What follows belongs to an exercise in optimizing a design on an open flow for small area and a short achievable clock period; a production flow would make more cautious choices.
No run shown here included a check of the RTL's function; only the layout flow was run.
Power figures rest on the tool's default switching activity, not on a simulated workload.

==> flow/design.v, too long to show whole: its modules and the start of the top module <==
// module BMD_64_RWDMA_FSM: 973 lines
// module rw_fa: 4 lines
// module rw_ao21: 3 lines
// module rw_xn2: 3 lines
// module rw_or2: 3 lines
// module rw_o21ai: 3 lines
// module rw_nor2: 3 lines
// module rw_mux2: 3 lines
// module rw_a2: 3 lines
// module rw_x2: 3 lines
module BMD_64_RWDMA_FSM (
    clk,
    rst_n,
    init_rst_i,
    wdma_rst_o,
    mwr_len_i,
    mwr_count_i,
    wdma_start_o,
    wdma_addr_o,
    wdma_done_i,
    wdma_irq_o,
    next_wdma_addr_i,
    next_wdma_up_addr_i,
    next_wdma_valid_i,
    wdma_start_i,
    wdma_stop_i,
    wdma_running_o,
    wdma_frame_len_i,
    timeframe_end_i,
    wdma_buf_ptr_o,
    wdma_status_o,
    cc_timeout_o
);
  // ...
==> flow/flow/run.sh <==
#!/bin/bash
# Standard layout, but with sky130_fd_sc_hd__buf_1 as the port buffer cell
# (instead of the default clkdlybuf4s50_1, which is larger and slower).
set -euo pipefail
export BUFFER_PORTS_ARGS="-buffer_cell sky130_fd_sc_hd__buf_1"
bash standard.sh finish > flow_make.log 2>&1
==> flow/standard.sh <==
#!/bin/bash
# synth_recipe.tcl (not shown) runs the flow's synth.tcl, then flattens the netlist and writes it again
# the make line also repeats each setting of config.mk as NAME=value (left out here)
make -C /OpenROAD-flow-scripts/flow DESIGN_CONFIG=/design/flow/config.mk WORK_HOME=/design/flow/orfs CLKGATE_MAP_FILE= SYNTH_SCRIPT=/design/flow/synth_recipe.tcl "${@:-finish}"
==> flow/config.mk <==
export PLATFORM = sky130hd
export DESIGN_NAME = BMD_64_RWDMA_FSM
export DESIGN_NICKNAME = BMD_64_RWDMA_FSM
export VERILOG_FILES = /design/flow/design.v
export SDC_FILE = /design/flow/constraint.sdc
export NUM_CORES = 4
export LEC_CHECK = 0
export CAP_MARGIN = 20
export CORE_MARGIN = 2
export CORE_UTILIZATION = 60
export PLACE_DENSITY = 0.75
export SETUP_SLACK_MARGIN = 4.5
export SLEW_MARGIN = 20
export SYNTH_HIERARCHICAL = 1
export SYNTH_MINIMUM_KEEP_SIZE = 0
==> flow/constraint.sdc <==
create_clock -name core_clock -period 8.5 [get_ports {clk}]
set_input_delay 1.7000 -clock core_clock [delete_from_list [all_inputs] [get_ports {clk}]]
set_output_delay 1.7000 -clock core_clock [all_outputs]
set_load 0.01 [all_outputs]
==> flow_summary.ini, run 1 <==
[status]
status = no timing/DRC/antenna violations

[clock_network]
clock-sinks = 117
clock_path_buffers = 2
clkSlewWorstSetupHoldPaths_ns = 0.06
insertion_delay_ns = 0.42

[power]
power.total_mw = 1.83
p_sw_mw = 0.571
power_density_mw_per_mm2 = 146

[worst_setup_path]
ff2ff_setup_slack_ns = 5.82
path_cells = xor2_2 -> and2_2 -> nand2_1 -> nor2b_1 -> a21o_4 -> a21o_4 -> mux2_4 -> buf_6
reg2reg_depth = 6
crit_path_end = wdma_addr_o[28]
critPathMostFrequentCell = a21o_4
cp_num_cells = 8
crit_required_ns = 6.80
worst-path-buf-inv = 1
critical-path-slowest-cell = dfxtp_1
start_kind = flop
worst_ep_arrival_time_ns = 2.61
r2r-start = s_q[16]$_DFF_P_

[floorplan]
fp.dieH_um = 132
start_util_pct = 61.6

[run]
cap_violations = 0

[synth]
netlist_instances = 1064
synth_area_leaders = fa_1 (27%), dfxtp_1 (24%), xor2_1 (7.8%)
yosys-top-cells-count = nand2_1 (189), fa_1 (134), dfxtp_1 (117)
ys_types = 54
syn_area_per_cell_sq_um = 9.19
synthXorXnorAreaFrac_pct = 10.8

[sta]
period_needed_ns = 4.31
slew_violations = 0

[placed_design]
io_buffers = 154
placed_area_sq_mm = 0.0106
dpl_worst_slack_ns = 3.26

[detailed_routing]
firstDrtPassIters = 6
drcViolationCount = 0
routed-wl-met3_um = 1810
antenna_left = 0

[global_routing]
met2_usage_pct = 51.5
grt_pass1_vias = 8398
overflow = 0

[finish]
fillers = 1071
==> module BMD_64_RWDMA_FSM, before the edit <==
module BMD_64_RWDMA_FSM (
    clk,
    rst_n,
    init_rst_i,
    wdma_rst_o,
    mwr_len_i,
    mwr_count_i,
    wdma_start_o,
    wdma_addr_o,
    wdma_done_i,
    wdma_irq_o,
    next_wdma_addr_i,
    next_wdma_up_addr_i,
    next_wdma_valid_i,
    wdma_start_i,
    wdma_stop_i,
    wdma_running_o,
    wdma_frame_len_i,
    timeframe_end_i,
    wdma_buf_ptr_o,
    wdma_status_o,
    cc_timeout_o
);
input           clk;
input           rst_n;
input           init_rst_i;
output          wdma_rst_o;
input  [9:0]    mwr_len_i;
input  [15:0]   mwr_count_i;
output          wdma_start_o;
output [39:0]   wdma_addr_o;
input           wdma_done_i;
output          wdma_irq_o;
input  [31:0]   next_wdma_addr_i;
input  [7:0]    next_wdma_up_addr_i;
input           next_wdma_valid_i;
input           wdma_start_i;
input           wdma_stop_i;
output          wdma_running_o;
input  [15:0]   wdma_frame_len_i;
input           timeframe_end_i;
output [15:0]   wdma_buf_ptr_o;
output [3:0]    wdma_status_o;
output          cc_timeout_o;
reg             wdma_irq_o;
reg             wdma_start_o;
reg             wdma_running_o;
reg    [3:0]    wdma_status_o;
reg             st_idle, st_load, st_wait, st_dma, st_check, st_stop;
reg             prev_check;          
reg             timeframe_end_prev;
reg [15:0]      wdma_buf_cnt;
reg             next_wdma_valid;
reg             wdma_stop;
reg [15:0]      cnt_16bit;
reg [1:0]       a_lo;
reg [11:0]      a_hi;
reg [26:0]      s_q;
reg [26:0]      c_q;
wire            cc_timeout_o = cnt_16bit[15];
wire            wdma_rst_o = timeframe_end_i & st_wait;
wire [15:0]     wdma_buf_ptr_o = wdma_buf_cnt;
wire [26:0]     mid;
    wire ag0 = s_q[0] & c_q[0];
    wire ap0;
    rw_x2 u_ap0 (.a(s_q[0]), .b(c_q[0]), .y(ap0));
    wire ag1 = s_q[1] & c_q[1];
    wire ap1;
    rw_x2 u_ap1 (.a(s_q[1]), .b(c_q[1]), .y(ap1));
    wire ag2 = s_q[2] & c_q[2];
    wire ap2;
    rw_x2 u_ap2 (.a(s_q[2]), .b(c_q[2]), .y(ap2));
    wire ag3 = s_q[3] & c_q[3];
    wire ap3;
    rw_x2 u_ap3 (.a(s_q[3]), .b(c_q[3]), .y(ap3));
    wire ag4 = s_q[4] & c_q[4];
    wire ap4;
    rw_x2 u_ap4 (.a(s_q[4]), .b(c_q[4]), .y(ap4));
    wire ag5 = s_q[5] & c_q[5];
    wire ap5;
    rw_x2 u_ap5 (.a(s_q[5]), .b(c_q[5]), .y(ap5));
    wire ag6 = s_q[6] & c_q[6];
    wire ap6;
    rw_x2 u_ap6 (.a(s_q[6]), .b(c_q[6]), .y(ap6));
    wire ag7 = s_q[7] & c_q[7];
    wire ap7;
    rw_x2 u_ap7 (.a(s_q[7]), .b(c_q[7]), .y(ap7));
    wire ag8 = s_q[8] & c_q[8];
    wire ap8;
    rw_x2 u_ap8 (.a(s_q[8]), .b(c_q[8]), .y(ap8));
    wire ag9 = s_q[9] & c_q[9];
    wire ap9;
    rw_x2 u_ap9 (.a(s_q[9]), .b(c_q[9]), .y(ap9));
    wire ag10 = s_q[10] & c_q[10];
    wire ap10;
    rw_x2 u_ap10 (.a(s_q[10]), .b(c_q[10]), .y(ap10));
    wire ag11 = s_q[11] & c_q[11];
    wire ap11;
    rw_x2 u_ap11 (.a(s_q[11]), .b(c_q[11]), .y(ap11));
    wire ag12 = s_q[12] & c_q[12];
    wire ap12;
    rw_x2 u_ap12 (.a(s_q[12]), .b(c_q[12]), .y(ap12));
    wire ag13 = s_q[13] & c_q[13];
    wire ap13;
    rw_x2 u_ap13 (.a(s_q[13]), .b(c_q[13]), .y(ap13));
    wire ag14 = s_q[14] & c_q[14];
    wire ap14;
    rw_x2 u_ap14 (.a(s_q[14]), .b(c_q[14]), .y(ap14));
    wire ag15 = s_q[15] & c_q[15];
    wire ap15;
    rw_x2 u_ap15 (.a(s_q[15]), .b(c_q[15]), .y(ap15));
    wire ag16 = s_q[16] & c_q[16];
    wire ap16;
    rw_x2 u_ap16 (.a(s_q[16]), .b(c_q[16]), .y(ap16));
    wire ag17 = s_q[17] & c_q[17];
    wire ap17;
    rw_x2 u_ap17 (.a(s_q[17]), .b(c_q[17]), .y(ap17));
    wire ag18 = s_q[18] & c_q[18];
    wire ap18;
    rw_x2 u_ap18 (.a(s_q[18]), .b(c_q[18]), .y(ap18));
    wire ag19 = s_q[19] & c_q[19];
    wire ap19;
    rw_x2 u_ap19 (.a(s_q[19]), .b(c_q[19]), .y(ap19));
    wire ag20 = s_q[20] & c_q[20];
    wire ap20;
    rw_x2 u_ap20 (.a(s_q[20]), .b(c_q[20]), .y(ap20));
    wire ag21 = s_q[21] & c_q[21];
    wire ap21;
    rw_x2 u_ap21 (.a(s_q[21]), .b(c_q[21]), .y(ap21));
    wire ag22 = s_q[22] & c_q[22];
    wire ap22;
    rw_x2 u_ap22 (.a(s_q[22]), .b(c_q[22]), .y(ap22));
    wire ag23 = s_q[23] & c_q[23];
    wire ap23;
    rw_x2 u_ap23 (.a(s_q[23]), .b(c_q[23]), .y(ap23));
    wire ag24 = s_q[24] & c_q[24];
    wire ap24;
    rw_x2 u_ap24 (.a(s_q[24]), .b(c_q[24]), .y(ap24));
    wire ag25 = s_q[25] & c_q[25];
    wire ap25;
    rw_x2 u_ap25 (.a(s_q[25]), .b(c_q[25]), .y(ap25));
    wire g1_1;
    rw_ao21 u_g1_1 (.a(ag1), .b(ap1), .c(ag0), .y(g1_1));
    wire g1_3;
    rw_ao21 u_g1_3 (.a(ag3), .b(ap3), .c(ag2), .y(g1_3));
    wire p1_3 = ap3 & ap2;
    wire g1_5;
    rw_ao21 u_g1_5 (.a(ag5), .b(ap5), .c(ag4), .y(g1_5));
    wire p1_5 = ap5 & ap4;
    wire g1_7;
    rw_ao21 u_g1_7 (.a(ag7), .b(ap7), .c(ag6), .y(g1_7));
    wire p1_7 = ap7 & ap6;
    wire g1_9;
    rw_ao21 u_g1_9 (.a(ag9), .b(ap9), .c(ag8), .y(g1_9));
    wire p1_9 = ap9 & ap8;
    wire g1_11;
    rw_ao21 u_g1_11 (.a(ag11), .b(ap11), .c(ag10), .y(g1_11));
    wire p1_11 = ap11 & ap10;
    wire g1_13;
    rw_ao21 u_g1_13 (.a(ag13), .b(ap13), .c(ag12), .y(g1_13));
    wire p1_13 = ap13 & ap12;
    wire g1_15;
    rw_ao21 u_g1_15 (.a(ag15), .b(ap15), .c(ag14), .y(g1_15));
    wire p1_15 = ap15 & ap14;
    wire g1_17;
    rw_ao21 u_g1_17 (.a(ag17), .b(ap17), .c(ag16), .y(g1_17));
    wire p1_17 = ap17 & ap16;
    wire g1_19;
    rw_ao21 u_g1_19 (.a(ag19), .b(ap19), .c(ag18), .y(g1_19));
    wire p1_19 = ap19 & ap18;
    wire g1_21;
    rw_ao21 u_g1_21 (.a(ag21), .b(ap21), .c(ag20), .y(g1_21));
    wire p1_21 = ap21 & ap20;
    wire g1_23;
    rw_ao21 u_g1_23 (.a(ag23), .b(ap23), .c(ag22), .y(g1_23));
    wire p1_23 = ap23 & ap22;
    wire g1_25;
    rw_ao21 u_g1_25 (.a(ag25), .b(ap25), .c(ag24), .y(g1_25));
    wire p1_25 = ap25 & ap24;
    wire g2_2;
    rw_ao21 u_g2_2 (.a(ag2), .b(ap2), .c(g1_1), .y(g2_2));
    wire g2_3;
    rw_ao21 u_g2_3 (.a(g1_3), .b(p1_3), .c(g1_1), .y(g2_3));
    wire g2_6;
    rw_ao21 u_g2_6 (.a(ag6), .b(ap6), .c(g1_5), .y(g2_6));
    wire p2_6 = ap6 & p1_5;
    wire g2_7;
    rw_ao21 u_g2_7 (.a(g1_7), .b(p1_7), .c(g1_5), .y(g2_7));
    wire p2_7 = p1_7 & p1_5;
    wire g2_10;
    rw_ao21 u_g2_10 (.a(ag10), .b(ap10), .c(g1_9), .y(g2_10));
    wire p2_10 = ap10 & p1_9;
    wire g2_11;
    rw_ao21 u_g2_11 (.a(g1_11), .b(p1_11), .c(g1_9), .y(g2_11));
    wire p2_11 = p1_11 & p1_9;
    wire g2_14;
    rw_ao21 u_g2_14 (.a(ag14), .b(ap14), .c(g1_13), .y(g2_14));
    wire p2_14 = ap14 & p1_13;
    wire g2_15;
    rw_ao21 u_g2_15 (.a(g1_15), .b(p1_15), .c(g1_13), .y(g2_15));
    wire p2_15 = p1_15 & p1_13;
    wire g2_18;
    rw_ao21 u_g2_18 (.a(ag18), .b(ap18), .c(g1_17), .y(g2_18));
    wire p2_18 = ap18 & p1_17;
    wire g2_19;
    rw_ao21 u_g2_19 (.a(g1_19), .b(p1_19), .c(g1_17), .y(g2_19));
    wire p2_19 = p1_19 & p1_17;
    wire g2_22;
    rw_ao21 u_g2_22 (.a(ag22), .b(ap22), .c(g1_21), .y(g2_22));
    wire p2_22 = ap22 & p1_21;
    wire g2_23;
    rw_ao21 u_g2_23 (.a(g1_23), .b(p1_23), .c(g1_21), .y(g2_23));
    wire p2_23 = p1_23 & p1_21;
    wire g4_4;
    rw_ao21 u_g4_4 (.a(ag4), .b(ap4), .c(g2_3), .y(g4_4));
    wire g4_5;
    rw_ao21 u_g4_5 (.a(g1_5), .b(p1_5), .c(g2_3), .y(g4_5));
    wire g4_6;
    rw_ao21 u_g4_6 (.a(g2_6), .b(p2_6), .c(g2_3), .y(g4_6));
    wire g4_7;
    rw_ao21 u_g4_7 (.a(g2_7), .b(p2_7), .c(g2_3), .y(g4_7));
    wire g4_12;
    rw_ao21 u_g4_12 (.a(ag12), .b(ap12), .c(g2_11), .y(g4_12));
    wire p4_12 = ap12 & p2_11;
    wire g4_13;
    rw_ao21 u_g4_13 (.a(g1_13), .b(p1_13), .c(g2_11), .y(g4_13));
    wire p4_13 = p1_13 & p2_11;
    wire g4_14;
    rw_ao21 u_g4_14 (.a(g2_14), .b(p2_14), .c(g2_11), .y(g4_14));
    wire p4_14 = p2_14 & p2_11;
    wire g4_15;
    rw_ao21 u_g4_15 (.a(g2_15), .b(p2_15), .c(g2_11), .y(g4_15));
    wire p4_15 = p2_15 & p2_11;
    wire g4_20;
    rw_ao21 u_g4_20 (.a(ag20), .b(ap20), .c(g2_19), .y(g4_20));
    wire p4_20 = ap20 & p2_19;
    wire g4_21;
    rw_ao21 u_g4_21 (.a(g1_21), .b(p1_21), .c(g2_19), .y(g4_21));
    wire p4_21 = p1_21 & p2_19;
    wire g4_22;
    rw_ao21 u_g4_22 (.a(g2_22), .b(p2_22), .c(g2_19), .y(g4_22));
    wire p4_22 = p2_22 & p2_19;
    wire g4_23;
    rw_ao21 u_g4_23 (.a(g2_23), .b(p2_23), .c(g2_19), .y(g4_23));
    wire p4_23 = p2_23 & p2_19;
    wire g8_8;
    rw_ao21 u_g8_8 (.a(ag8), .b(ap8), .c(g4_7), .y(g8_8));
    wire g8_9;
    rw_ao21 u_g8_9 (.a(g1_9), .b(p1_9), .c(g4_7), .y(g8_9));
    wire g8_10;
    rw_ao21 u_g8_10 (.a(g2_10), .b(p2_10), .c(g4_7), .y(g8_10));
    wire g8_11;
    rw_ao21 u_g8_11 (.a(g2_11), .b(p2_11), .c(g4_7), .y(g8_11));
    wire g8_12;
    rw_ao21 u_g8_12 (.a(g4_12), .b(p4_12), .c(g4_7), .y(g8_12));
    wire g8_13;
    rw_ao21 u_g8_13 (.a(g4_13), .b(p4_13), .c(g4_7), .y(g8_13));
    wire g8_14;
    rw_ao21 u_g8_14 (.a(g4_14), .b(p4_14), .c(g4_7), .y(g8_14));
    wire g8_15;
    rw_ao21 u_g8_15 (.a(g4_15), .b(p4_15), .c(g4_7), .y(g8_15));
    wire g8_24;
    rw_ao21 u_g8_24 (.a(ag24), .b(ap24), .c(g4_23), .y(g8_24));
    wire p8_24 = ap24 & p4_23;
    wire g8_25;
    rw_ao21 u_g8_25 (.a(g1_25), .b(p1_25), .c(g4_23), .y(g8_25));
    wire p8_25 = p1_25 & p4_23;
    wire g16_16;
    rw_ao21 u_g16_16 (.a(ag16), .b(ap16), .c(g8_15), .y(g16_16));
    wire g16_17;
    rw_ao21 u_g16_17 (.a(g1_17), .b(p1_17), .c(g8_15), .y(g16_17));
    wire g16_18;
    rw_ao21 u_g16_18 (.a(g2_18), .b(p2_18), .c(g8_15), .y(g16_18));
    wire g16_19;
    rw_ao21 u_g16_19 (.a(g2_19), .b(p2_19), .c(g8_15), .y(g16_19));
    wire g16_20;
    rw_ao21 u_g16_20 (.a(g4_20), .b(p4_20), .c(g8_15), .y(g16_20));
    wire g16_21;
    rw_ao21 u_g16_21 (.a(g4_21), .b(p4_21), .c(g8_15), .y(g16_21));
    wire g16_22;
    rw_ao21 u_g16_22 (.a(g4_22), .b(p4_22), .c(g8_15), .y(g16_22));
    wire g16_23;
    rw_ao21 u_g16_23 (.a(g4_23), .b(p4_23), .c(g8_15), .y(g16_23));
    wire g16_24;
    rw_ao21 u_g16_24 (.a(g8_24), .b(p8_24), .c(g8_15), .y(g16_24));
    wire g16_25;
    rw_ao21 u_g16_25 (.a(g8_25), .b(p8_25), .c(g8_15), .y(g16_25));
    assign mid[0] = ap0;
    rw_x2 u_sum1 (.a(ap1), .b(ag0), .y(mid[1]));
    rw_x2 u_sum2 (.a(ap2), .b(g1_1), .y(mid[2]));
    rw_x2 u_sum3 (.a(ap3), .b(g2_2), .y(mid[3]));
    rw_x2 u_sum4 (.a(ap4), .b(g2_3), .y(mid[4]));
    rw_x2 u_sum5 (.a(ap5), .b(g4_4), .y(mid[5]));
    rw_x2 u_sum6 (.a(ap6), .b(g4_5), .y(mid[6]));
    rw_x2 u_sum7 (.a(ap7), .b(g4_6), .y(mid[7]));
    rw_x2 u_sum8 (.a(ap8), .b(g4_7), .y(mid[8]));
    rw_x2 u_sum9 (.a(ap9), .b(g8_8), .y(mid[9]));
    rw_x2 u_sum10 (.a(ap10), .b(g8_9), .y(mid[10]));
    rw_x2 u_sum11 (.a(ap11), .b(g8_10), .y(mid[11]));
    rw_x2 u_sum12 (.a(ap12), .b(g8_11), .y(mid[12]));
    rw_x2 u_sum13 (.a(ap13), .b(g8_12), .y(mid[13]));
    rw_x2 u_sum14 (.a(ap14), .b(g8_13), .y(mid[14]));
    rw_x2 u_sum15 (.a(ap15), .b(g8_14), .y(mid[15]));
    rw_x2 u_sum16 (.a(ap16), .b(g8_15), .y(mid[16]));
    rw_x2 u_sum17 (.a(ap17), .b(g16_16), .y(mid[17]));
    rw_x2 u_sum18 (.a(ap18), .b(g16_17), .y(mid[18]));
    rw_x2 u_sum19 (.a(ap19), .b(g16_18), .y(mid[19]));
    rw_x2 u_sum20 (.a(ap20), .b(g16_19), .y(mid[20]));
    rw_x2 u_sum21 (.a(ap21), .b(g16_20), .y(mid[21]));
    rw_x2 u_sum22 (.a(ap22), .b(g16_21), .y(mid[22]));
    rw_x2 u_sum23 (.a(ap23), .b(g16_22), .y(mid[23]));
    rw_x2 u_sum24 (.a(ap24), .b(g16_23), .y(mid[24]));
    rw_x2 u_sum25 (.a(ap25), .b(g16_24), .y(mid[25]));
    wire ap26;
    rw_x2 u_ap26 (.a(s_q[26]), .b(c_q[26]), .y(ap26));
    rw_x2 u_sum26 (.a(ap26), .b(g16_25), .y(mid[26]));
    assign c26 = g16_25;
    assign p26 = ap26;
wire            c26;
wire            p26;
wire [11:0]     hi_ones;
wire [11:0]     out_hi;
assign hi_ones[0] = 1'b1;
genvar gi;
generate for (gi = 1; gi < 12; gi = gi + 1) begin : g_hi
    assign hi_ones[gi] = hi_ones[gi-1] & a_hi[gi-1];
end endgenerate
wire [11:0]     hi_c0 = a_hi ^ (hi_ones & {12{p26}});
wire [11:0]     hi_c1 = a_hi ^ (hi_ones & {12{~p26}});
generate for (gi = 0; gi < 12; gi = gi + 1) begin : g_hx
    rw_mux2 u_hm (.a(hi_c0[gi]), .b(hi_c1[gi]), .s(c26), .y(out_hi[gi]));
end endgenerate
assign wdma_addr_o = {out_hi, mid[25:0], a_lo};
wire [25:0]     x = s_q[25:0];
wire [26:0]     ts_n;
wire [26:0]     tc_n;
    wire pp0_0 = ~(mwr_len_i[0] & mwr_count_i[0]);
    wire pp0_1 = ~(mwr_len_i[0] & mwr_count_i[1]);
    wire pp0_2 = ~(mwr_len_i[0] & mwr_count_i[2]);
    wire pp0_3 = ~(mwr_len_i[0] & mwr_count_i[3]);
    wire pp0_4 = ~(mwr_len_i[0] & mwr_count_i[4]);
    wire pp0_5 = ~(mwr_len_i[0] & mwr_count_i[5]);
    wire pp0_6 = ~(mwr_len_i[0] & mwr_count_i[6]);
    wire pp0_7 = ~(mwr_len_i[0] & mwr_count_i[7]);
    wire pp0_8 = ~(mwr_len_i[0] & mwr_count_i[8]);
    wire pp0_9 = ~(mwr_len_i[0] & mwr_count_i[9]);
    wire pp0_10 = ~(mwr_len_i[0] & mwr_count_i[10]);
    wire pp0_11 = ~(mwr_len_i[0] & mwr_count_i[11]);
    wire pp0_12 = ~(mwr_len_i[0] & mwr_count_i[12]);
    wire pp0_13 = ~(mwr_len_i[0] & mwr_count_i[13]);
    wire pp0_14 = ~(mwr_len_i[0] & mwr_count_i[14]);
    wire pp0_15 = ~(mwr_len_i[0] & mwr_count_i[15]);
    wire pp1_0 = ~(mwr_len_i[1] & mwr_count_i[0]);
    wire pp1_1 = ~(mwr_len_i[1] & mwr_count_i[1]);
    wire pp1_2 = ~(mwr_len_i[1] & mwr_count_i[2]);
    wire pp1_3 = ~(mwr_len_i[1] & mwr_count_i[3]);
    wire pp1_4 = ~(mwr_len_i[1] & mwr_count_i[4]);
    wire pp1_5 = ~(mwr_len_i[1] & mwr_count_i[5]);
    wire pp1_6 = ~(mwr_len_i[1] & mwr_count_i[6]);
    wire pp1_7 = ~(mwr_len_i[1] & mwr_count_i[7]);
    wire pp1_8 = ~(mwr_len_i[1] & mwr_count_i[8]);
    wire pp1_9 = ~(mwr_len_i[1] & mwr_count_i[9]);
    wire pp1_10 = ~(mwr_len_i[1] & mwr_count_i[10]);
    wire pp1_11 = ~(mwr_len_i[1] & mwr_count_i[11]);
    wire pp1_12 = ~(mwr_len_i[1] & mwr_count_i[12]);
    wire pp1_13 = ~(mwr_len_i[1] & mwr_count_i[13]);
    wire pp1_14 = ~(mwr_len_i[1] & mwr_count_i[14]);
    wire pp1_15 = ~(mwr_len_i[1] & mwr_count_i[15]);
    wire pp2_0 = ~(mwr_len_i[2] & mwr_count_i[0]);
    wire pp2_1 = ~(mwr_len_i[2] & mwr_count_i[1]);
    wire pp2_2 = ~(mwr_len_i[2] & mwr_count_i[2]);
    wire pp2_3 = ~(mwr_len_i[2] & mwr_count_i[3]);
    wire pp2_4 = ~(mwr_len_i[2] & mwr_count_i[4]);
    wire pp2_5 = ~(mwr_len_i[2] & mwr_count_i[5]);
    wire pp2_6 = ~(mwr_len_i[2] & mwr_count_i[6]);
    wire pp2_7 = ~(mwr_len_i[2] & mwr_count_i[7]);
    wire pp2_8 = ~(mwr_len_i[2] & mwr_count_i[8]);
    wire pp2_9 = ~(mwr_len_i[2] & mwr_count_i[9]);
    wire pp2_10 = ~(mwr_len_i[2] & mwr_count_i[10]);
    wire pp2_11 = ~(mwr_len_i[2] & mwr_count_i[11]);
    wire pp2_12 = ~(mwr_len_i[2] & mwr_count_i[12]);
    wire pp2_13 = ~(mwr_len_i[2] & mwr_count_i[13]);
    wire pp2_14 = ~(mwr_len_i[2] & mwr_count_i[14]);
    wire pp2_15 = ~(mwr_len_i[2] & mwr_count_i[15]);
    wire pp3_0 = ~(mwr_len_i[3] & mwr_count_i[0]);
    wire pp3_1 = ~(mwr_len_i[3] & mwr_count_i[1]);
    wire pp3_2 = ~(mwr_len_i[3] & mwr_count_i[2]);
    wire pp3_3 = ~(mwr_len_i[3] & mwr_count_i[3]);
    wire pp3_4 = ~(mwr_len_i[3] & mwr_count_i[4]);
    wire pp3_5 = ~(mwr_len_i[3] & mwr_count_i[5]);
    wire pp3_6 = ~(mwr_len_i[3] & mwr_count_i[6]);
    wire pp3_7 = ~(mwr_len_i[3] & mwr_count_i[7]);
    wire pp3_8 = ~(mwr_len_i[3] & mwr_count_i[8]);
    wire pp3_9 = ~(mwr_len_i[3] & mwr_count_i[9]);
    wire pp3_10 = ~(mwr_len_i[3] & mwr_count_i[10]);
    wire pp3_11 = ~(mwr_len_i[3] & mwr_count_i[11]);
    wire pp3_12 = ~(mwr_len_i[3] & mwr_count_i[12]);
    wire pp3_13 = ~(mwr_len_i[3] & mwr_count_i[13]);
    wire pp3_14 = ~(mwr_len_i[3] & mwr_count_i[14]);
    wire pp3_15 = ~(mwr_len_i[3] & mwr_count_i[15]);
    wire pp4_0 = ~(mwr_len_i[4] & mwr_count_i[0]);
    wire pp4_1 = ~(mwr_len_i[4] & mwr_count_i[1]);
    wire pp4_2 = ~(mwr_len_i[4] & mwr_count_i[2]);
    wire pp4_3 = ~(mwr_len_i[4] & mwr_count_i[3]);
    wire pp4_4 = ~(mwr_len_i[4] & mwr_count_i[4]);
    wire pp4_5 = ~(mwr_len_i[4] & mwr_count_i[5]);
    wire pp4_6 = ~(mwr_len_i[4] & mwr_count_i[6]);
    wire pp4_7 = ~(mwr_len_i[4] & mwr_count_i[7]);
    wire pp4_8 = ~(mwr_len_i[4] & mwr_count_i[8]);
    wire pp4_9 = ~(mwr_len_i[4] & mwr_count_i[9]);
    wire pp4_10 = ~(mwr_len_i[4] & mwr_count_i[10]);
    wire pp4_11 = ~(mwr_len_i[4] & mwr_count_i[11]);
    wire pp4_12 = ~(mwr_len_i[4] & mwr_count_i[12]);
    wire pp4_13 = ~(mwr_len_i[4] & mwr_count_i[13]);
    wire pp4_14 = ~(mwr_len_i[4] & mwr_count_i[14]);
    wire pp4_15 = ~(mwr_len_i[4] & mwr_count_i[15]);
    wire pp5_0 = ~(mwr_len_i[5] & mwr_count_i[0]);
    wire pp5_1 = ~(mwr_len_i[5] & mwr_count_i[1]);
    wire pp5_2 = ~(mwr_len_i[5] & mwr_count_i[2]);
    wire pp5_3 = ~(mwr_len_i[5] & mwr_count_i[3]);
    wire pp5_4 = ~(mwr_len_i[5] & mwr_count_i[4]);
    wire pp5_5 = ~(mwr_len_i[5] & mwr_count_i[5]);
    wire pp5_6 = ~(mwr_len_i[5] & mwr_count_i[6]);
    wire pp5_7 = ~(mwr_len_i[5] & mwr_count_i[7]);
    wire pp5_8 = ~(mwr_len_i[5] & mwr_count_i[8]);
    wire pp5_9 = ~(mwr_len_i[5] & mwr_count_i[9]);
    wire pp5_10 = ~(mwr_len_i[5] & mwr_count_i[10]);
    wire pp5_11 = ~(mwr_len_i[5] & mwr_count_i[11]);
    wire pp5_12 = ~(mwr_len_i[5] & mwr_count_i[12]);
    wire pp5_13 = ~(mwr_len_i[5] & mwr_count_i[13]);
    wire pp5_14 = ~(mwr_len_i[5] & mwr_count_i[14]);
    wire pp5_15 = ~(mwr_len_i[5] & mwr_count_i[15]);
    wire pp6_0 = ~(mwr_len_i[6] & mwr_count_i[0]);
    wire pp6_1 = ~(mwr_len_i[6] & mwr_count_i[1]);
    wire pp6_2 = ~(mwr_len_i[6] & mwr_count_i[2]);
    wire pp6_3 = ~(mwr_len_i[6] & mwr_count_i[3]);
    wire pp6_4 = ~(mwr_len_i[6] & mwr_count_i[4]);
    wire pp6_5 = ~(mwr_len_i[6] & mwr_count_i[5]);
    wire pp6_6 = ~(mwr_len_i[6] & mwr_count_i[6]);
    wire pp6_7 = ~(mwr_len_i[6] & mwr_count_i[7]);
    wire pp6_8 = ~(mwr_len_i[6] & mwr_count_i[8]);
    wire pp6_9 = ~(mwr_len_i[6] & mwr_count_i[9]);
    wire pp6_10 = ~(mwr_len_i[6] & mwr_count_i[10]);
    wire pp6_11 = ~(mwr_len_i[6] & mwr_count_i[11]);
    wire pp6_12 = ~(mwr_len_i[6] & mwr_count_i[12]);
    wire pp6_13 = ~(mwr_len_i[6] & mwr_count_i[13]);
    wire pp6_14 = ~(mwr_len_i[6] & mwr_count_i[14]);
    wire pp6_15 = ~(mwr_len_i[6] & mwr_count_i[15]);
    wire pp7_0 = ~(mwr_len_i[7] & mwr_count_i[0]);
    wire pp7_1 = ~(mwr_len_i[7] & mwr_count_i[1]);
    wire pp7_2 = ~(mwr_len_i[7] & mwr_count_i[2]);
    wire pp7_3 = ~(mwr_len_i[7] & mwr_count_i[3]);
    wire pp7_4 = ~(mwr_len_i[7] & mwr_count_i[4]);
    wire pp7_5 = ~(mwr_len_i[7] & mwr_count_i[5]);
    wire pp7_6 = ~(mwr_len_i[7] & mwr_count_i[6]);
    wire pp7_7 = ~(mwr_len_i[7] & mwr_count_i[7]);
    wire pp7_8 = ~(mwr_len_i[7] & mwr_count_i[8]);
    wire pp7_9 = ~(mwr_len_i[7] & mwr_count_i[9]);
    wire pp7_10 = ~(mwr_len_i[7] & mwr_count_i[10]);
    wire pp7_11 = ~(mwr_len_i[7] & mwr_count_i[11]);
    wire pp7_12 = ~(mwr_len_i[7] & mwr_count_i[12]);
    wire pp7_13 = ~(mwr_len_i[7] & mwr_count_i[13]);
    wire pp7_14 = ~(mwr_len_i[7] & mwr_count_i[14]);
    wire pp7_15 = ~(mwr_len_i[7] & mwr_count_i[15]);
    wire pp8_0 = ~(mwr_len_i[8] & mwr_count_i[0]);
    wire pp8_1 = ~(mwr_len_i[8] & mwr_count_i[1]);
    wire pp8_2 = ~(mwr_len_i[8] & mwr_count_i[2]);
    wire pp8_3 = ~(mwr_len_i[8] & mwr_count_i[3]);
    wire pp8_4 = ~(mwr_len_i[8] & mwr_count_i[4]);
    wire pp8_5 = ~(mwr_len_i[8] & mwr_count_i[5]);
    wire pp8_6 = ~(mwr_len_i[8] & mwr_count_i[6]);
    wire pp8_7 = ~(mwr_len_i[8] & mwr_count_i[7]);
    wire pp8_8 = ~(mwr_len_i[8] & mwr_count_i[8]);
    wire pp8_9 = ~(mwr_len_i[8] & mwr_count_i[9]);
    wire pp8_10 = ~(mwr_len_i[8] & mwr_count_i[10]);
    wire pp8_11 = ~(mwr_len_i[8] & mwr_count_i[11]);
    wire pp8_12 = ~(mwr_len_i[8] & mwr_count_i[12]);
    wire pp8_13 = ~(mwr_len_i[8] & mwr_count_i[13]);
    wire pp8_14 = ~(mwr_len_i[8] & mwr_count_i[14]);
    wire pp8_15 = ~(mwr_len_i[8] & mwr_count_i[15]);
    wire pp9_0 = ~(mwr_len_i[9] & mwr_count_i[0]);
    wire pp9_1 = ~(mwr_len_i[9] & mwr_count_i[1]);
    wire pp9_2 = ~(mwr_len_i[9] & mwr_count_i[2]);
    wire pp9_3 = ~(mwr_len_i[9] & mwr_count_i[3]);
    wire pp9_4 = ~(mwr_len_i[9] & mwr_count_i[4]);
    wire pp9_5 = ~(mwr_len_i[9] & mwr_count_i[5]);
    wire pp9_6 = ~(mwr_len_i[9] & mwr_count_i[6]);
    wire pp9_7 = ~(mwr_len_i[9] & mwr_count_i[7]);
    wire pp9_8 = ~(mwr_len_i[9] & mwr_count_i[8]);
    wire pp9_9 = ~(mwr_len_i[9] & mwr_count_i[9]);
    wire pp9_10 = ~(mwr_len_i[9] & mwr_count_i[10]);
    wire pp9_11 = ~(mwr_len_i[9] & mwr_count_i[11]);
    wire pp9_12 = ~(mwr_len_i[9] & mwr_count_i[12]);
    wire pp9_13 = ~(mwr_len_i[9] & mwr_count_i[13]);
    wire pp9_14 = ~(mwr_len_i[9] & mwr_count_i[14]);
    wire pp9_15 = ~(mwr_len_i[9] & mwr_count_i[15]);
    wire [25:0] xn = ~x;
    wire hs0, hc0;
    rw_xn2 u_hs0 (.a(pp0_8), .b(pp1_7), .y(hs0));
    rw_or2 u_hc0 (.a(pp0_8), .b(pp1_7), .y(hc0));
    wire fs0, fc0;
    rw_fa u_fa0 (.a(pp0_9), .b(pp1_8), .c(pp2_7), .s(fs0), .co(fc0));
    wire hs1, hc1;
    rw_xn2 u_hs1 (.a(pp3_6), .b(pp4_5), .y(hs1));
    rw_or2 u_hc1 (.a(pp3_6), .b(pp4_5), .y(hc1));
    wire fs1, fc1;
    rw_fa u_fa1 (.a(pp0_10), .b(pp1_9), .c(pp2_8), .s(fs1), .co(fc1));
    wire fs2, fc2;
    rw_fa u_fa2 (.a(pp3_7), .b(pp4_6), .c(pp5_5), .s(fs2), .co(fc2));
    wire fs3, fc3;
    rw_fa u_fa3 (.a(pp0_11), .b(pp1_10), .c(pp2_9), .s(fs3), .co(fc3));
    wire fs4, fc4;
    rw_fa u_fa4 (.a(pp3_8), .b(pp4_7), .c(pp5_6), .s(fs4), .co(fc4));
    wire fs5, fc5;
    rw_fa u_fa5 (.a(pp0_12), .b(pp1_11), .c(pp2_10), .s(fs5), .co(fc5));
    wire fs6, fc6;
    rw_fa u_fa6 (.a(pp3_9), .b(pp4_8), .c(pp5_7), .s(fs6), .co(fc6));
    wire fs7, fc7;
    rw_fa u_fa7 (.a(pp0_13), .b(pp1_12), .c(pp2_11), .s(fs7), .co(fc7));
    wire fs8, fc8;
    rw_fa u_fa8 (.a(pp3_10), .b(pp4_9), .c(pp5_8), .s(fs8), .co(fc8));
    wire fs9, fc9;
    rw_fa u_fa9 (.a(pp0_14), .b(pp1_13), .c(pp2_12), .s(fs9), .co(fc9));
    wire fs10, fc10;
    rw_fa u_fa10 (.a(pp3_11), .b(pp4_10), .c(pp5_9), .s(fs10), .co(fc10));
    wire fs11, fc11;
    rw_fa u_fa11 (.a(pp0_15), .b(pp1_14), .c(pp2_13), .s(fs11), .co(fc11));
    wire fs12, fc12;
    rw_fa u_fa12 (.a(pp3_12), .b(pp4_11), .c(pp5_10), .s(fs12), .co(fc12));
    wire fs13, fc13;
    rw_fa u_fa13 (.a(pp1_15), .b(pp2_14), .c(pp3_13), .s(fs13), .co(fc13));
    wire hs2, hc2;
    rw_xn2 u_hs2 (.a(pp4_12), .b(pp5_11), .y(hs2));
    rw_or2 u_hc2 (.a(pp4_12), .b(pp5_11), .y(hc2));
    wire fs14, fc14;
    rw_fa u_fa14 (.a(pp2_15), .b(pp3_14), .c(pp4_13), .s(fs14), .co(fc14));
    wire hs3, hc3;
    rw_xn2 u_hs3 (.a(pp0_5), .b(pp1_4), .y(hs3));
    rw_or2 u_hc3 (.a(pp0_5), .b(pp1_4), .y(hc3));
    wire fs15, fc15;
    rw_fa u_fa15 (.a(pp0_6), .b(pp1_5), .c(pp2_4), .s(fs15), .co(fc15));
    wire hs4, hc4;
    rw_xn2 u_hs4 (.a(pp3_3), .b(pp4_2), .y(hs4));
    rw_or2 u_hc4 (.a(pp3_3), .b(pp4_2), .y(hc4));
    wire fs16, fc16;
    rw_fa u_fa16 (.a(pp0_7), .b(pp1_6), .c(pp2_5), .s(fs16), .co(fc16));
    wire fs17, fc17;
    rw_fa u_fa17 (.a(pp3_4), .b(pp4_3), .c(pp5_2), .s(fs17), .co(fc17));
    wire hs5, hc5;
    rw_xn2 u_hs5 (.a(pp6_1), .b(pp7_0), .y(hs5));
    rw_or2 u_hc5 (.a(pp6_1), .b(pp7_0), .y(hc5));
    wire fs18, fc18;
    rw_fa u_fa18 (.a(hs0), .b(pp2_6), .c(pp3_5), .s(fs18), .co(fc18));
    wire fs19, fc19;
    rw_fa u_fa19 (.a(pp4_4), .b(pp5_3), .c(pp6_2), .s(fs19), .co(fc19));
    wire fs20, fc20;
    rw_fa u_fa20 (.a(pp7_1), .b(pp8_0), .c(xn[8]), .s(fs20), .co(fc20));
    wire fs21, fc21;
    rw_fa u_fa21 (.a(hc0), .b(fs0), .c(hs1), .s(fs21), .co(fc21));
    wire fs22, fc22;
    rw_fa u_fa22 (.a(pp5_4), .b(pp6_3), .c(pp7_2), .s(fs22), .co(fc22));
    wire fs23, fc23;
    rw_fa u_fa23 (.a(pp8_1), .b(pp9_0), .c(xn[9]), .s(fs23), .co(fc23));
    wire fs24, fc24;
    rw_fa u_fa24 (.a(fc0), .b(hc1), .c(fs1), .s(fs24), .co(fc24));
    wire fs25, fc25;
    rw_fa u_fa25 (.a(fs2), .b(pp6_4), .c(pp7_3), .s(fs25), .co(fc25));
    wire fs26, fc26;
    rw_fa u_fa26 (.a(pp8_2), .b(pp9_1), .c(xn[10]), .s(fs26), .co(fc26));
    wire fs27, fc27;
    rw_fa u_fa27 (.a(fc1), .b(fc2), .c(fs3), .s(fs27), .co(fc27));
    wire fs28, fc28;
    rw_fa u_fa28 (.a(fs4), .b(pp6_5), .c(pp7_4), .s(fs28), .co(fc28));
    wire fs29, fc29;
    rw_fa u_fa29 (.a(pp8_3), .b(pp9_2), .c(xn[11]), .s(fs29), .co(fc29));
    wire fs30, fc30;
    rw_fa u_fa30 (.a(fc3), .b(fc4), .c(fs5), .s(fs30), .co(fc30));
    wire fs31, fc31;
    rw_fa u_fa31 (.a(fs6), .b(pp6_6), .c(pp7_5), .s(fs31), .co(fc31));
    wire fs32, fc32;
    rw_fa u_fa32 (.a(pp8_4), .b(pp9_3), .c(xn[12]), .s(fs32), .co(fc32));
    wire fs33, fc33;
    rw_fa u_fa33 (.a(fc5), .b(fc6), .c(fs7), .s(fs33), .co(fc33));
    wire fs34, fc34;
    rw_fa u_fa34 (.a(fs8), .b(pp6_7), .c(pp7_6), .s(fs34), .co(fc34));
    wire fs35, fc35;
    rw_fa u_fa35 (.a(pp8_5), .b(pp9_4), .c(xn[13]), .s(fs35), .co(fc35));
    wire fs36, fc36;
    rw_fa u_fa36 (.a(fc7), .b(fc8), .c(fs9), .s(fs36), .co(fc36));
    wire fs37, fc37;
    rw_fa u_fa37 (.a(fs10), .b(pp6_8), .c(pp7_7), .s(fs37), .co(fc37));
    wire fs38, fc38;
    rw_fa u_fa38 (.a(pp8_6), .b(pp9_5), .c(xn[14]), .s(fs38), .co(fc38));
    wire fs39, fc39;
    rw_fa u_fa39 (.a(fc9), .b(fc10), .c(fs11), .s(fs39), .co(fc39));
    wire fs40, fc40;
    rw_fa u_fa40 (.a(fs12), .b(pp6_9), .c(pp7_8), .s(fs40), .co(fc40));
    wire fs41, fc41;
    rw_fa u_fa41 (.a(pp8_7), .b(pp9_6), .c(xn[15]), .s(fs41), .co(fc41));
    wire fs42, fc42;
    rw_fa u_fa42 (.a(fc11), .b(fc12), .c(fs13), .s(fs42), .co(fc42));
    wire fs43, fc43;
    rw_fa u_fa43 (.a(hs2), .b(pp6_10), .c(pp7_9), .s(fs43), .co(fc43));
    wire fs44, fc44;
    rw_fa u_fa44 (.a(pp8_8), .b(pp9_7), .c(xn[16]), .s(fs44), .co(fc44));
    wire fs45, fc45;
    rw_fa u_fa45 (.a(fc13), .b(hc2), .c(fs14), .s(fs45), .co(fc45));
    wire fs46, fc46;
    rw_fa u_fa46 (.a(pp5_12), .b(pp6_11), .c(pp7_10), .s(fs46), .co(fc46));
    wire fs47, fc47;
    rw_fa u_fa47 (.a(pp8_9), .b(pp9_8), .c(xn[17]), .s(fs47), .co(fc47));
    wire fs48, fc48;
    rw_fa u_fa48 (.a(fc14), .b(pp3_15), .c(pp4_14), .s(fs48), .co(fc48));
    wire fs49, fc49;
    rw_fa u_fa49 (.a(pp5_13), .b(pp6_12), .c(pp7_11), .s(fs49), .co(fc49));
    wire fs50, fc50;
    rw_fa u_fa50 (.a(pp8_10), .b(pp9_9), .c(xn[18]), .s(fs50), .co(fc50));
    wire fs51, fc51;
    rw_fa u_fa51 (.a(pp4_15), .b(pp5_14), .c(pp6_13), .s(fs51), .co(fc51));
    wire fs52, fc52;
    rw_fa u_fa52 (.a(pp7_12), .b(pp8_11), .c(pp9_10), .s(fs52), .co(fc52));
    wire fs53, fc53;
    rw_fa u_fa53 (.a(pp5_15), .b(pp6_14), .c(pp7_13), .s(fs53), .co(fc53));
    wire hs6, hc6;
    rw_xn2 u_hs6 (.a(pp0_3), .b(pp1_2), .y(hs6));
    rw_or2 u_hc6 (.a(pp0_3), .b(pp1_2), .y(hc6));
    wire fs54, fc54;
    rw_fa u_fa54 (.a(pp0_4), .b(pp1_3), .c(pp2_2), .s(fs54), .co(fc54));
    wire hs7, hc7;
    rw_xn2 u_hs7 (.a(pp3_1), .b(pp4_0), .y(hs7));
    rw_or2 u_hc7 (.a(pp3_1), .b(pp4_0), .y(hc7));
    wire fs55, fc55;
    rw_fa u_fa55 (.a(hs3), .b(pp2_3), .c(pp3_2), .s(fs55), .co(fc55));
    wire fs56, fc56;
    rw_fa u_fa56 (.a(pp4_1), .b(pp5_0), .c(xn[5]), .s(fs56), .co(fc56));
    wire fs57, fc57;
    rw_fa u_fa57 (.a(hc3), .b(fs15), .c(hs4), .s(fs57), .co(fc57));
    wire fs58, fc58;
    rw_fa u_fa58 (.a(pp5_1), .b(pp6_0), .c(xn[6]), .s(fs58), .co(fc58));
    wire fs59, fc59;
    rw_fa u_fa59 (.a(fc15), .b(hc4), .c(fs16), .s(fs59), .co(fc59));
    wire fs60, fc60;
    rw_fa u_fa60 (.a(fs17), .b(hs5), .c(xn[7]), .s(fs60), .co(fc60));
    wire fs61, fc61;
    rw_fa u_fa61 (.a(fc16), .b(fc17), .c(hc5), .s(fs61), .co(fc61));
    wire fs62, fc62;
    rw_fa u_fa62 (.a(fs18), .b(fs19), .c(fs20), .s(fs62), .co(fc62));
    wire fs63, fc63;
    rw_fa u_fa63 (.a(fc18), .b(fc19), .c(fc20), .s(fs63), .co(fc63));
    wire fs64, fc64;
    rw_fa u_fa64 (.a(fs21), .b(fs22), .c(fs23), .s(fs64), .co(fc64));
    wire fs65, fc65;
    rw_fa u_fa65 (.a(fc21), .b(fc22), .c(fc23), .s(fs65), .co(fc65));
    wire fs66, fc66;
    rw_fa u_fa66 (.a(fs24), .b(fs25), .c(fs26), .s(fs66), .co(fc66));
    wire fs67, fc67;
    rw_fa u_fa67 (.a(fc24), .b(fc25), .c(fc26), .s(fs67), .co(fc67));
    wire fs68, fc68;
    rw_fa u_fa68 (.a(fs27), .b(fs28), .c(fs29), .s(fs68), .co(fc68));
    wire fs69, fc69;
    rw_fa u_fa69 (.a(fc27), .b(fc28), .c(fc29), .s(fs69), .co(fc69));
    wire fs70, fc70;
    rw_fa u_fa70 (.a(fs30), .b(fs31), .c(fs32), .s(fs70), .co(fc70));
    wire fs71, fc71;
    rw_fa u_fa71 (.a(fc30), .b(fc31), .c(fc32), .s(fs71), .co(fc71));
    wire fs72, fc72;
    rw_fa u_fa72 (.a(fs33), .b(fs34), .c(fs35), .s(fs72), .co(fc72));
    wire fs73, fc73;
    rw_fa u_fa73 (.a(fc33), .b(fc34), .c(fc35), .s(fs73), .co(fc73));
    wire fs74, fc74;
    rw_fa u_fa74 (.a(fs36), .b(fs37), .c(fs38), .s(fs74), .co(fc74));
    wire fs75, fc75;
    rw_fa u_fa75 (.a(fc36), .b(fc37), .c(fc38), .s(fs75), .co(fc75));
    wire fs76, fc76;
    rw_fa u_fa76 (.a(fs39), .b(fs40), .c(fs41), .s(fs76), .co(fc76));
    wire fs77, fc77;
    rw_fa u_fa77 (.a(fc39), .b(fc40), .c(fc41), .s(fs77), .co(fc77));
    wire fs78, fc78;
    rw_fa u_fa78 (.a(fs42), .b(fs43), .c(fs44), .s(fs78), .co(fc78));
    wire fs79, fc79;
    rw_fa u_fa79 (.a(fc42), .b(fc43), .c(fc44), .s(fs79), .co(fc79));
    wire fs80, fc80;
    rw_fa u_fa80 (.a(fs45), .b(fs46), .c(fs47), .s(fs80), .co(fc80));
    wire fs81, fc81;
    rw_fa u_fa81 (.a(fc45), .b(fc46), .c(fc47), .s(fs81), .co(fc81));
    wire fs82, fc82;
    rw_fa u_fa82 (.a(fs48), .b(fs49), .c(fs50), .s(fs82), .co(fc82));
    wire fs83, fc83;
    rw_fa u_fa83 (.a(fc48), .b(fc49), .c(fc50), .s(fs83), .co(fc83));
    wire fs84, fc84;
    rw_fa u_fa84 (.a(fs51), .b(fs52), .c(xn[19]), .s(fs84), .co(fc84));
    wire fs85, fc85;
    rw_fa u_fa85 (.a(fc51), .b(fc52), .c(fs53), .s(fs85), .co(fc85));
    wire fs86, fc86;
    rw_fa u_fa86 (.a(pp8_12), .b(pp9_11), .c(xn[20]), .s(fs86), .co(fc86));
    wire fs87, fc87;
    rw_fa u_fa87 (.a(fc53), .b(pp6_15), .c(pp7_14), .s(fs87), .co(fc87));
    wire fs88, fc88;
    rw_fa u_fa88 (.a(pp8_13), .b(pp9_12), .c(xn[21]), .s(fs88), .co(fc88));
    wire fs89, fc89;
    rw_fa u_fa89 (.a(pp7_15), .b(pp8_14), .c(pp9_13), .s(fs89), .co(fc89));
    wire hs8, hc8;
    rw_xn2 u_hs8 (.a(pp0_2), .b(pp1_1), .y(hs8));
    rw_or2 u_hc8 (.a(pp0_2), .b(pp1_1), .y(hc8));
    wire fs90, fc90;
    rw_fa u_fa90 (.a(hs6), .b(pp2_1), .c(pp3_0), .s(fs90), .co(fc90));
    wire fs91, fc91;
    rw_fa u_fa91 (.a(hc6), .b(fs54), .c(hs7), .s(fs91), .co(fc91));
    wire fs92, fc92;
    rw_fa u_fa92 (.a(fc54), .b(hc7), .c(fs55), .s(fs92), .co(fc92));
    wire fs93, fc93;
    rw_fa u_fa93 (.a(fc55), .b(fc56), .c(fs57), .s(fs93), .co(fc93));
    wire fs94, fc94;
    rw_fa u_fa94 (.a(fc57), .b(fc58), .c(fs59), .s(fs94), .co(fc94));
    wire fs95, fc95;
    rw_fa u_fa95 (.a(fc59), .b(fc60), .c(fs61), .s(fs95), .co(fc95));
    wire fs96, fc96;
    rw_fa u_fa96 (.a(fc61), .b(fc62), .c(fs63), .s(fs96), .co(fc96));
    wire fs97, fc97;
    rw_fa u_fa97 (.a(fc63), .b(fc64), .c(fs65), .s(fs97), .co(fc97));
    wire fs98, fc98;
    rw_fa u_fa98 (.a(fc65), .b(fc66), .c(fs67), .s(fs98), .co(fc98));
    wire fs99, fc99;
    rw_fa u_fa99 (.a(fc67), .b(fc68), .c(fs69), .s(fs99), .co(fc99));
    wire fs100, fc100;
    rw_fa u_fa100 (.a(fc69), .b(fc70), .c(fs71), .s(fs100), .co(fc100));
    wire fs101, fc101;
    rw_fa u_fa101 (.a(fc71), .b(fc72), .c(fs73), .s(fs101), .co(fc101));
    wire fs102, fc102;
    rw_fa u_fa102 (.a(fc73), .b(fc74), .c(fs75), .s(fs102), .co(fc102));
    wire fs103, fc103;
    rw_fa u_fa103 (.a(fc75), .b(fc76), .c(fs77), .s(fs103), .co(fc103));
    wire fs104, fc104;
    rw_fa u_fa104 (.a(fc77), .b(fc78), .c(fs79), .s(fs104), .co(fc104));
    wire fs105, fc105;
    rw_fa u_fa105 (.a(fc79), .b(fc80), .c(fs81), .s(fs105), .co(fc105));
    wire fs106, fc106;
    rw_fa u_fa106 (.a(fc81), .b(fc82), .c(fs83), .s(fs106), .co(fc106));
    wire fs107, fc107;
    rw_fa u_fa107 (.a(fc83), .b(fc84), .c(fs85), .s(fs107), .co(fc107));
    wire fs108, fc108;
    rw_fa u_fa108 (.a(fc85), .b(fc86), .c(fs87), .s(fs108), .co(fc108));
    wire fs109, fc109;
    rw_fa u_fa109 (.a(fc87), .b(fc88), .c(fs89), .s(fs109), .co(fc109));
    wire fs110, fc110;
    rw_fa u_fa110 (.a(fc89), .b(pp8_15), .c(pp9_14), .s(fs110), .co(fc110));
    wire hs9, hc9;
    rw_xn2 u_hs9 (.a(pp0_1), .b(pp1_0), .y(hs9));
    rw_or2 u_hc9 (.a(pp0_1), .b(pp1_0), .y(hc9));
    wire fs111, fc111;
    rw_fa u_fa111 (.a(hs8), .b(pp2_0), .c(xn[2]), .s(fs111), .co(fc111));
    wire fs112, fc112;
    rw_fa u_fa112 (.a(hc8), .b(fs90), .c(xn[3]), .s(fs112), .co(fc112));
    wire fs113, fc113;
    rw_fa u_fa113 (.a(fc90), .b(fs91), .c(xn[4]), .s(fs113), .co(fc113));
    wire fs114, fc114;
    rw_fa u_fa114 (.a(fc91), .b(fs92), .c(fs56), .s(fs114), .co(fc114));
    wire fs115, fc115;
    rw_fa u_fa115 (.a(fc92), .b(fs93), .c(fs58), .s(fs115), .co(fc115));
    wire fs116, fc116;
    rw_fa u_fa116 (.a(fc93), .b(fs94), .c(fs60), .s(fs116), .co(fc116));
    wire fs117, fc117;
    rw_fa u_fa117 (.a(fc94), .b(fs95), .c(fs62), .s(fs117), .co(fc117));
    wire fs118, fc118;
    rw_fa u_fa118 (.a(fc95), .b(fs96), .c(fs64), .s(fs118), .co(fc118));
    wire fs119, fc119;
    rw_fa u_fa119 (.a(fc96), .b(fs97), .c(fs66), .s(fs119), .co(fc119));
    wire fs120, fc120;
    rw_fa u_fa120 (.a(fc97), .b(fs98), .c(fs68), .s(fs120), .co(fc120));
    wire fs121, fc121;
    rw_fa u_fa121 (.a(fc98), .b(fs99), .c(fs70), .s(fs121), .co(fc121));
    wire fs122, fc122;
    rw_fa u_fa122 (.a(fc99), .b(fs100), .c(fs72), .s(fs122), .co(fc122));
    wire fs123, fc123;
    rw_fa u_fa123 (.a(fc100), .b(fs101), .c(fs74), .s(fs123), .co(fc123));
    wire fs124, fc124;
    rw_fa u_fa124 (.a(fc101), .b(fs102), .c(fs76), .s(fs124), .co(fc124));
    wire fs125, fc125;
    rw_fa u_fa125 (.a(fc102), .b(fs103), .c(fs78), .s(fs125), .co(fc125));
    wire fs126, fc126;
    rw_fa u_fa126 (.a(fc103), .b(fs104), .c(fs80), .s(fs126), .co(fc126));
    wire fs127, fc127;
    rw_fa u_fa127 (.a(fc104), .b(fs105), .c(fs82), .s(fs127), .co(fc127));
    wire fs128, fc128;
    rw_fa u_fa128 (.a(fc105), .b(fs106), .c(fs84), .s(fs128), .co(fc128));
    wire fs129, fc129;
    rw_fa u_fa129 (.a(fc106), .b(fs107), .c(fs86), .s(fs129), .co(fc129));
    wire fs130, fc130;
    rw_fa u_fa130 (.a(fc107), .b(fs108), .c(fs88), .s(fs130), .co(fc130));
    wire fs131, fc131;
    rw_fa u_fa131 (.a(fc108), .b(fs109), .c(xn[22]), .s(fs131), .co(fc131));
    wire fs132, fc132;
    rw_fa u_fa132 (.a(fc109), .b(fs110), .c(xn[23]), .s(fs132), .co(fc132));
    wire fs133, fc133;
    rw_fa u_fa133 (.a(fc110), .b(pp9_15), .c(xn[24]), .s(fs133), .co(fc133));
    assign ts_n[0] = pp0_0;
    assign tc_n[0] = xn[0];
    assign ts_n[1] = hs9;
    assign tc_n[1] = xn[1];
    assign ts_n[2] = hc9;
    assign tc_n[2] = fs111;
    assign ts_n[3] = fc111;
    assign tc_n[3] = fs112;
    assign ts_n[4] = fc112;
    assign tc_n[4] = fs113;
    assign ts_n[5] = fc113;
    assign tc_n[5] = fs114;
    assign ts_n[6] = fc114;
    assign tc_n[6] = fs115;
    assign ts_n[7] = fc115;
    assign tc_n[7] = fs116;
    assign ts_n[8] = fc116;
    assign tc_n[8] = fs117;
    assign ts_n[9] = fc117;
    assign tc_n[9] = fs118;
    assign ts_n[10] = fc118;
    assign tc_n[10] = fs119;
    assign ts_n[11] = fc119;
    assign tc_n[11] = fs120;
    assign ts_n[12] = fc120;
    assign tc_n[12] = fs121;
    assign ts_n[13] = fc121;
    assign tc_n[13] = fs122;
    assign ts_n[14] = fc122;
    assign tc_n[14] = fs123;
    assign ts_n[15] = fc123;
    assign tc_n[15] = fs124;
    assign ts_n[16] = fc124;
    assign tc_n[16] = fs125;
    assign ts_n[17] = fc125;
    assign tc_n[17] = fs126;
    assign ts_n[18] = fc126;
    assign tc_n[18] = fs127;
    assign ts_n[19] = fc127;
    assign tc_n[19] = fs128;
    assign ts_n[20] = fc128;
    assign tc_n[20] = fs129;
    assign ts_n[21] = fc129;
    assign tc_n[21] = fs130;
    assign ts_n[22] = fc130;
    assign tc_n[22] = fs131;
    assign ts_n[23] = fc131;
    assign tc_n[23] = fs132;
    assign ts_n[24] = fc132;
    assign tc_n[24] = fs133;
    assign ts_n[25] = fc133;
    assign tc_n[25] = xn[25];
    assign ts_n[26] = 1'b1;
    assign tc_n[26] = 1'b1;
wire            load_go  = st_load & next_wdma_valid & ~wdma_stop;
wire            dma_done = st_dma & wdma_done_i;
wire            buf_full = (wdma_buf_cnt == wdma_frame_len_i);
wire            ld_r   = rst_n & load_go;
wire            dd_r   = rst_n & dma_done;
wire            dd_n   = ~dd_r;
wire            hold_r = rst_n & ~load_go & ~dma_done & ~init_rst_i;
wire [26:0]     rest_n = ~(({27{ld_r}} & {1'b0, next_wdma_addr_i[27:2]})
                         | ({27{hold_r}} & {1'b0, mid[25:0]}));
wire [26:0]     s_d;
wire [26:0]     c_d;
genvar gk;
generate for (gk = 0; gk < 27; gk = gk + 1) begin : g_sc
    rw_o21ai u_s (.a1(ts_n[gk]), .a2(dd_n), .b1(rest_n[gk]), .y(s_d[gk]));
    rw_nor2  u_c (.a(tc_n[gk]), .b(dd_n), .y(c_d[gk]));
end endgenerate
always @(posedge clk) begin
    s_q <= s_d;
    c_q <= c_d;
end
always @(posedge clk) begin
    if (!rst_n) begin
        a_lo <= 2'b0;
        a_hi <= 12'b0;
    end
    else if (load_go) begin
        a_lo <= next_wdma_addr_i[1:0];
        a_hi <= {next_wdma_up_addr_i, next_wdma_addr_i[31:28]};
    end
    else if (dma_done) begin
        a_hi <= out_hi;
    end
    else if (init_rst_i) begin
        a_lo <= 2'b0;
        a_hi <= 12'b0;
    end
    else begin
        a_hi <= out_hi;
    end
end
always @(posedge clk) begin
    if (!rst_n) begin
        cnt_16bit <= 16'b0;
    end
    else if (init_rst_i || timeframe_end_i) begin
        cnt_16bit <= 16'b0;
    end
    else if (!cnt_16bit[15] && st_wait) begin
        cnt_16bit <= cnt_16bit + 16'd1;
    end
end
always @(posedge clk) begin
    prev_check <= st_check;
end
always @(posedge clk) begin
    if (!rst_n) begin
        st_idle  <= 1'b1;
        st_load  <= 1'b0;
        st_wait  <= 1'b0;
        st_dma   <= 1'b0;
        st_check <= 1'b0;
        st_stop  <= 1'b0;
        timeframe_end_prev <= 1'b0;
        wdma_irq_o <= 1'b0;
        wdma_start_o <= 1'b0;
        wdma_buf_cnt <= 16'h0;
        next_wdma_valid <= 1'b0;
        wdma_running_o <= 1'b0;
        wdma_status_o <= 4'b0000;
        wdma_stop <= 1'b0;
    end
    else begin
        timeframe_end_prev <= timeframe_end_i;
        st_idle  <= (st_idle & ~wdma_start_i)
                  | (init_rst_i & ((st_wait & ~cc_timeout_o & ~timeframe_end_prev)
                                   | (st_dma & ~wdma_done_i) | st_stop));
        st_load  <= (st_idle & wdma_start_i) | (st_check & ~wdma_stop & buf_full);
        st_wait  <= load_go
                  | (st_wait & ~cc_timeout_o & ~timeframe_end_prev & ~init_rst_i)
                  | (st_check & ~wdma_stop & ~buf_full);
        st_dma   <= (st_wait & ~cc_timeout_o & timeframe_end_prev)
                  | (st_dma & ~wdma_done_i & ~init_rst_i);
        st_check <= dma_done;
        st_stop  <= (st_load & ~(next_wdma_valid & ~wdma_stop))
                  | (st_wait & cc_timeout_o)
                  | (st_check & wdma_stop)
                  | (st_stop & ~init_rst_i);
        if (next_wdma_valid_i)
            next_wdma_valid <= 1'b1;
        else if (load_go || st_stop)
            next_wdma_valid <= 1'b0;
        if (wdma_stop_i)
            wdma_stop <= 1'b1;
        else if (st_stop || init_rst_i)
            wdma_stop <= 1'b0;
        if (st_load)
            wdma_irq_o <= (~next_wdma_valid | wdma_stop) & ~prev_check;
        else if ((st_wait & cc_timeout_o) | (st_check & (wdma_stop | buf_full)))
            wdma_irq_o <= 1'b1;
        else if (st_stop || init_rst_i)
            wdma_irq_o <= 1'b0;
        if (st_wait & ~cc_timeout_o & timeframe_end_prev)
            wdma_start_o <= 1'b1;
        else if (st_dma || init_rst_i)
            wdma_start_o <= 1'b0;
        if (st_load || (init_rst_i && !dma_done))
            wdma_buf_cnt <= 16'h0;
        else if (dma_done)
            wdma_buf_cnt <= wdma_buf_cnt + 16'd1;
        if (load_go)
            wdma_running_o <= 1'b1;
        else if (st_stop || init_rst_i)
            wdma_running_o <= 1'b0;
        if (st_load & ~wdma_stop & (prev_check | ~next_wdma_valid))
            wdma_status_o <= {2'b00, ~next_wdma_valid, prev_check};
        else if ((st_check | st_load) & wdma_stop)
            wdma_status_o <= 4'b0100;
        else if (st_wait & cc_timeout_o)
            wdma_status_o <= 4'b1000;
        else if (init_rst_i)
            wdma_status_o <= 4'b0000;
    end
end
endmodule
==> run 2: changes to the inputs <==
--- a/flow/design.v
+++ b/flow/design.v
@@ -54,10 +54,11 @@
 reg             next_wdma_valid;
 reg             wdma_stop;
-reg [15:0]      cnt_16bit;
+reg [14:0]      to_lfsr;
+reg             cc_timeout_q;
 reg [1:0]       a_lo;
 reg [11:0]      a_hi;
 reg [26:0]      s_q;
 reg [26:0]      c_q;
-wire            cc_timeout_o = cnt_16bit[15];
+wire            cc_timeout_o = cc_timeout_q;
 wire            wdma_rst_o = timeframe_end_i & st_wait;
 wire [15:0]     wdma_buf_ptr_o = wdma_buf_cnt;
@@ -889,13 +890,14 @@
     end
 end
+wire            to_fb = to_lfsr[14] ^ to_lfsr[13] ^ (to_lfsr[13:0] == 14'd0);
 always @(posedge clk) begin
-    if (!rst_n) begin
-        cnt_16bit <= 16'b0;
-    end
-    else if (init_rst_i || timeframe_end_i) begin
-        cnt_16bit <= 16'b0;
+    if (!rst_n || init_rst_i || timeframe_end_i) begin
+        to_lfsr <= 15'd0;
+        cc_timeout_q <= 1'b0;
     end
-    else if (!cnt_16bit[15] && st_wait) begin
-        cnt_16bit <= cnt_16bit + 16'd1;
+    else if (!cc_timeout_q && st_wait) begin
+        to_lfsr <= {to_lfsr[13:0], to_fb};
+        if (to_lfsr == 15'h4000)
+            cc_timeout_q <= 1'b1;
     end
 end
--- a/flow/config.mk
+++ b/flow/config.mk
@@ -10,5 +10,5 @@
 export CORE_UTILIZATION = 60
 export PLACE_DENSITY = 0.75
-export SETUP_SLACK_MARGIN = 4.5
+export SETUP_SLACK_MARGIN = 4.3
 export SLEW_MARGIN = 20
 export SYNTH_HIERARCHICAL = 1
==> flow_summary.ini, run 2 <==
[status]
status = no timing/DRC/antenna violations

[global_routing]
overflow = 0
grt_pass1_vias = 7804
grt_pass1_wl_um = 37800
grt_use_total_pct = 28.5

[floorplan]
coreArea_sq_mm = 0.0158
fp.dieH_um = 131
start_util_pct = 61.1
ios = 155

[synth]
synth-edff-count = 0
yosys-top-cells-count = nand2_1 (211), fa_1 (134), dfxtp_1 (117)
yosysMostFrequentCell = nand2_1
synth_area_leaders = fa_1 (28%), dfxtp_1 (24%), nand2_1 (8.2%)
netlist_instances = 1050
ys_types = 51
syn_area_per_cell_sq_um = 9.21

[worst_setup_path]
critical-path-slowest-cell = dfxtp_2
start_kind = flop
path_cells = xor2_2 -> and2_1 -> a21o_1 -> a21o_4 -> a21o_4 -> buf_12 -> a21o_1 -> xor2_2 -> buf_2
crit_required_ns = 6.80
worst_ep_arrival_time_ns = 2.49

[clock_network]
clock_path_buffers = 2
clock-sinks = 117
cts_tree = yes
root_buffer = clkbuf_16
insertion_delay_ns = 0.41
cts_buffers = 17
clkSlewWorstSetupHoldPaths_ns = 0.05

[detailed_routing]
drcViolationCount = 0
antenna_left = 0
wl_um = 23700
wl_per_cell_um = 16.8
firstDrtPassIters = 5
num_vias = 7881
avgViaCountPerCell = 5.57

[placed_design]
dpl.hpwl_um = 17500
io_buffers = 154

[sta]
slew_violations = 0
setup_tns_ns = 0
setup_violations = 0
period_needed_ns = 4.19
rsz0062_at_grt = true

[finish]
syn_to_final_growth_pct = 20.7
fillers = 1202
top_regs = c_q (27), s_q (27), wdma_buf_cnt (16)
drive_gt1_share_pct = 17.4

[run]
cap_violations = 0

[power]
p_leak_nw = 4.91
power_density_mw_per_mm2 = 148
-- run 2: cell types whose count changed in the layout (fill, tap and decap cells not counted), sizes merged, moves of 4 or more --
cell,before,now
inv,46,35
nand4,15,11
o31ai,1,7
buf,192,166
a21oi,11,24
xnor2,34,24
nor3,13,1
nor2,70,48
nand2,190,211
and3,17,21
-- run 2: logic make-up after synthesis --
group	after synthesis	synth area share [%]
simple gates	399	19.4
xor+xnor	110	9.96
mux	12	1.86
flops	117	24.2
other cells	1	0.0388
fa+ha+maj	137	28.1
buf+inv	96	3.88
compound gates	178	12.5
-- run 2: per-module statistics from Yosys (local to each module, per instance) --
| module | cells inside | copies in the design |
|---|---|---|
| BMD_64_RWDMA_FSM | 721 | 1 |
| rw_fa | 1 | 134 |
| rw_mux2 | 1 | 12 |
| rw_x2 | 1 | 52 |
| rw_xn2 | 1 | 10 |
| rw_ao21 | 1 | 57 |
| rw_or2 | 1 | 10 |
| rw_o21ai | 1 | 27 |
| rw_nor2 | 1 | 27 |
-- run 2: power breakdown --
| group | total, mW | switching, mW | leakage (nW) | internal, mW |
|---|---|---|---|---|
| registers | 0.561 | 0.00618 | 0.949 | 0.555 |
| clock network | 0.697 | 0.244 | 0.280 | 0.453 |
| logic | 0.465 | 0.249 | 3.68 | 0.216 |
-- run 2: routing by layer --
metal	global-route usage, %	wire length (um)	up-vias
li1	-	-	3691
met2	47.6	11700	298
met4	9.20	450	0
met3	5.94	1480	37
met5	0	0	-
met1	37.5	10100	3855
-- run 2: final timing paths --
check,startpoint,endpoint,slack (ns),depth (start not counted)
setup / recovery,c_q[3]$_DFF_P_,wdma_addr_o[19],4.31,9
hold / removal,s_q[25]$_DFF_P_,c_q[25]$_DFF_P_,0.44,2
setup reg to reg,s_q[18]$_DFF_P_,c_q[19]$_DFF_P_,5.92,6
hold reg to reg,s_q[25]$_DFF_P_,c_q[25]$_DFF_P_,0.44,2
-- run 2: per-stage QoR --
step           util [%]  area [sq um]  power [mW]  std cells  setup slack [ns]
2_1_floorplan         -         10100       0.929       1052              3.99
3_3_place_gp       66.2         10500        1.02       1363              3.37
3_5_place_dp       66.2         10500        1.03       1363              3.24
4_1_cts            71.9         11400        1.73       1405              4.27
5_1_grt            73.8         11700        1.83       1414              4.21
6_report           73.8         11700        1.72       1414              4.31
-- run 2: critical path, delay by kind of cell (launching register included) --
family / cells / cell delay [ns]
xor+xnor: 2 / 0.40
flops: 1 / 0.33
buf+inv: 2 / 0.31
simple gates: 1 / 0.16
compound gates: 4 / 0.87
-- run 2: repair_timing --
item	CTS	global route
setup endpoints to repair	58	36
resized for setup	84	74
setup buffers	9	9
pin swaps	11	23
gates cloned	1	0
hold buffers	0	0
-- run 2: layout make-up --
cell class,instances,area share [%]
clock buffer,24,4.13
clock inverter,8,0.846
inverter,36,1.16
multi-input combinational,840,63.2
sequential,117,20.1
tap,216,2.31
timing repair buffer,173,8.27

-- port drivers added, routing unchanged --
In the flow no input, the clock included, has a driving cell. The finished layouts below were timed again as built, in two steps. Step 1 sets driving cells, clkbuf_16 on the clock port and buf_2 on the other inputs (assumed; they add their load-dependent delay and slew). Step 2 times the ports against the registers' clock, not the clock port: input delays grow and output delays shrink by t, the midpoint of the rising clock arrivals with the driver on. a / b / c = ideal / step 1 / step 2; a / b = the first two.
run | t, ns | setup slack, ns
run 1 | 0.458 | 4.187 / 4.148 / 3.805
run 2 | 0.446 | 4.315 / 4.274 / 3.902
After both steps every run listed still meets setup and hold.
